This is an optimization exercise on Yosys and OpenROAD, whose aim is small area and a short achievable clock period, not a production implementation.
In this exercise RTL edits were held to simulation tests only and were not proved equivalent to the original.

==> module rf_read, before the edit <==
module rf_read (input [1023:0] q, input [4:0] a, input [31:0] w, input hit, input [31:0] npend,
                output [31:0] d);
wire [31:0] dec = 32'b1 << a;
wire [32:0] sel = {hit, dec & npend};
genvar j, g;
generate for (j = 0; j < 32; j = j + 1) begin : g_bit
    wire [32:0] v = {w[j], q[j+992], q[j+960], q[j+928], q[j+896], q[j+864], q[j+832], q[j+800],
                     q[j+768], q[j+736], q[j+704], q[j+672], q[j+640], q[j+608], q[j+576], q[j+544],
                     q[j+512], q[j+480], q[j+448], q[j+416], q[j+384], q[j+352], q[j+320], q[j+288],
                     q[j+256], q[j+224], q[j+192], q[j+160], q[j+128], q[j+96], q[j+64], q[j+32], q[j]};
    wire [10:0] n;
    for (g = 0; g < 11; g = g + 1) begin : g_grp
        aoi222 u (.a1(v[3*g]), .b1(sel[3*g]), .a2(v[3*g+1]), .b2(sel[3*g+1]),
                  .a3(v[3*g+2]), .b3(sel[3*g+2]), .y(n[g]));
    end
    wire [5:0] t;
    for (g = 0; g < 5; g = g + 1) begin : g_t
        nand2m u (.a(n[2*g]), .b(n[2*g+1]), .y(t[g]));
    end
    invm u_t5 (.a(n[10]), .y(t[5]));
    wire u0, u1;
    nor3m u_u0 (.a(t[0]), .b(t[1]), .c(t[2]), .y(u0));
    nor3m u_u1 (.a(t[3]), .b(t[4]), .c(t[5]), .y(u1));
    nand2m u_d (.a(u0), .b(u1), .y(d[j]));
end endgenerate
endmodule
==> module nand2m, before the edit <==
module nand2m (input a, input b, output y);
assign y = ~(a & b);
endmodule
==> module nor3m, before the edit <==
module nor3m (input a, input b, input c, output y);
assign y = ~(a | b | c);
endmodule
==> module invm, before the edit <==
module invm (input a, output y);
assign y = ~a;
endmodule
Settings: LEC_CHECK=0, CAP_MARGIN=20, CORE_MARGIN=2, CORE_UTILIZATION=40, CTS_BUF_LIST=sky130_fd_sc_hd__clkbuf_8, CTS_CLUSTER_DIAMETER=80, CTS_CLUSTER_SIZE=12, SETUP_SLACK_MARGIN=5, SLEW_MARGIN=20, SYNTH_HIERARCHICAL=1, TNS_END_PERCENT=5; clock period 18.0 ns.
standard.sh (not shown) runs the stock make flow with config.mk's settings and CLKGATE_MAP_FILE= SYNTH_SCRIPT=/design/flow/synth_recipe.tcl, a recipe that flattens the netlist after the stock synthesis.
==> flow/flow/run.sh <==
#!/bin/bash
# Own layout flow: the standard synthesis and layout steps, with the port
# buffers that placement inserts made plain buffers (buf_2) instead of the
# delay cells buffer_ports picks by default, and timing repair aimed at the
# setup margin in flow/margin.txt (the SDC and clock period are unchanged).
# Each step's log is under orfs/logs; the two make runs log to synth.log and
# layout.log here.
set -euo pipefail
MARGIN=$(cat flow/margin.txt)
bash standard.sh synth > synth.log 2>&1
bash standard.sh "BUFFER_PORTS_ARGS=-buffer_cell sky130_fd_sc_hd__buf_2" SETUP_SLACK_MARGIN="$MARGIN" finish > layout.log 2>&1
==> flow/flow/margin.txt <==
6.5
Rerun with:
--- a/flow/design.v
+++ b/flow/design.v
@@ -542,33 +542,16 @@
     wire [10:0] n;
     for (g = 0; g < 11; g = g + 1) begin : g_grp
         aoi222 u (.a1(v[3*g]), .b1(sel[3*g]), .a2(v[3*g+1]), .b2(sel[3*g+1]),
                   .a3(v[3*g+2]), .b3(sel[3*g+2]), .y(n[g]));
     end
-    wire [5:0] t;
-    for (g = 0; g < 5; g = g + 1) begin : g_t
-        nand2m u (.a(n[2*g]), .b(n[2*g+1]), .y(t[g]));
-    end
-    invm u_t5 (.a(n[10]), .y(t[5]));
-    wire u0, u1;
-    nor3m u_u0 (.a(t[0]), .b(t[1]), .c(t[2]), .y(u0));
-    nor3m u_u1 (.a(t[3]), .b(t[4]), .c(t[5]), .y(u1));
-    nand2m u_d (.a(u0), .b(u1), .y(d[j]));
+    assign d[j] = ~&n;
 end endgenerate
 endmodule
 module aoi222 (input a1, input b1, input a2, input b2, input a3, input b3, output y);
 assign y = ~((a1 & b1) | (a2 & b2) | (a3 & b3));
 endmodule
-module nand2m (input a, input b, output y);
-assign y = ~(a & b);
-endmodule
-module nor3m (input a, input b, input c, output y);
-assign y = ~(a | b | c);
-endmodule
-module invm (input a, output y);
-assign y = ~a;
-endmodule
 module mul_tree (input [31:0] a, input [31:0] b, input sh, input [4:0] n, output [31:0] s, output [31:0] c);
 wire pp0_0;
 wire pp0_1;
 wire pp0_2;
 wire pp0_3;
The new run completed with no timing, DRC or antenna violations.
Wire length is about the same.
Cell area is lower by 1.7%.
Hold slack got worse by 50 ps.
Cell count is lower by about 5%.
Die area is lower by about 2.2%.
Utilization is higher by 0.36 points.
Global-route usage is higher by 0.72 points.
Synthesized cell count is lower by 6.2%.
Count of clock-buffer cells in the layout is lower by 1.

## afterwards: timing with drivers on the ports
In the flow no input, the clock included, has a driving cell. The finished layouts below were timed again as built, in two steps. Step 1 assumes that a clkbuf_16 drives the clock port and a buf_2 every other input. Step 2 adds t to the input delays and takes it off the output delays; t is the mean of the earliest and latest rising clock arrival at the registers after step 1. Input paths then give back, and output paths get back, about the clock's delay inside the block. Slacks: no drivers / after step 1 / after step 2; pairs: no drivers / after step 1.
run	t (ns)	setup slack, ns	latest minus earliest clock arrival (ns)	slew at the worst register clock pin (ns)	worst slew at a driven data input, ns
the first run	0.957	6.360 / 6.371 / 5.451	0.090 / 0.090	0.11 / 0.11	0.07
the second run	0.971	6.164 / 5.917 / 5.342	0.107 / 0.107	0.10 / 0.10	0.26
After both steps every run listed still meets setup and hold. For the first run, which loses most, drivers alone change the setup slack by +0.011 ns; drivers and shift together by -0.909 ns.
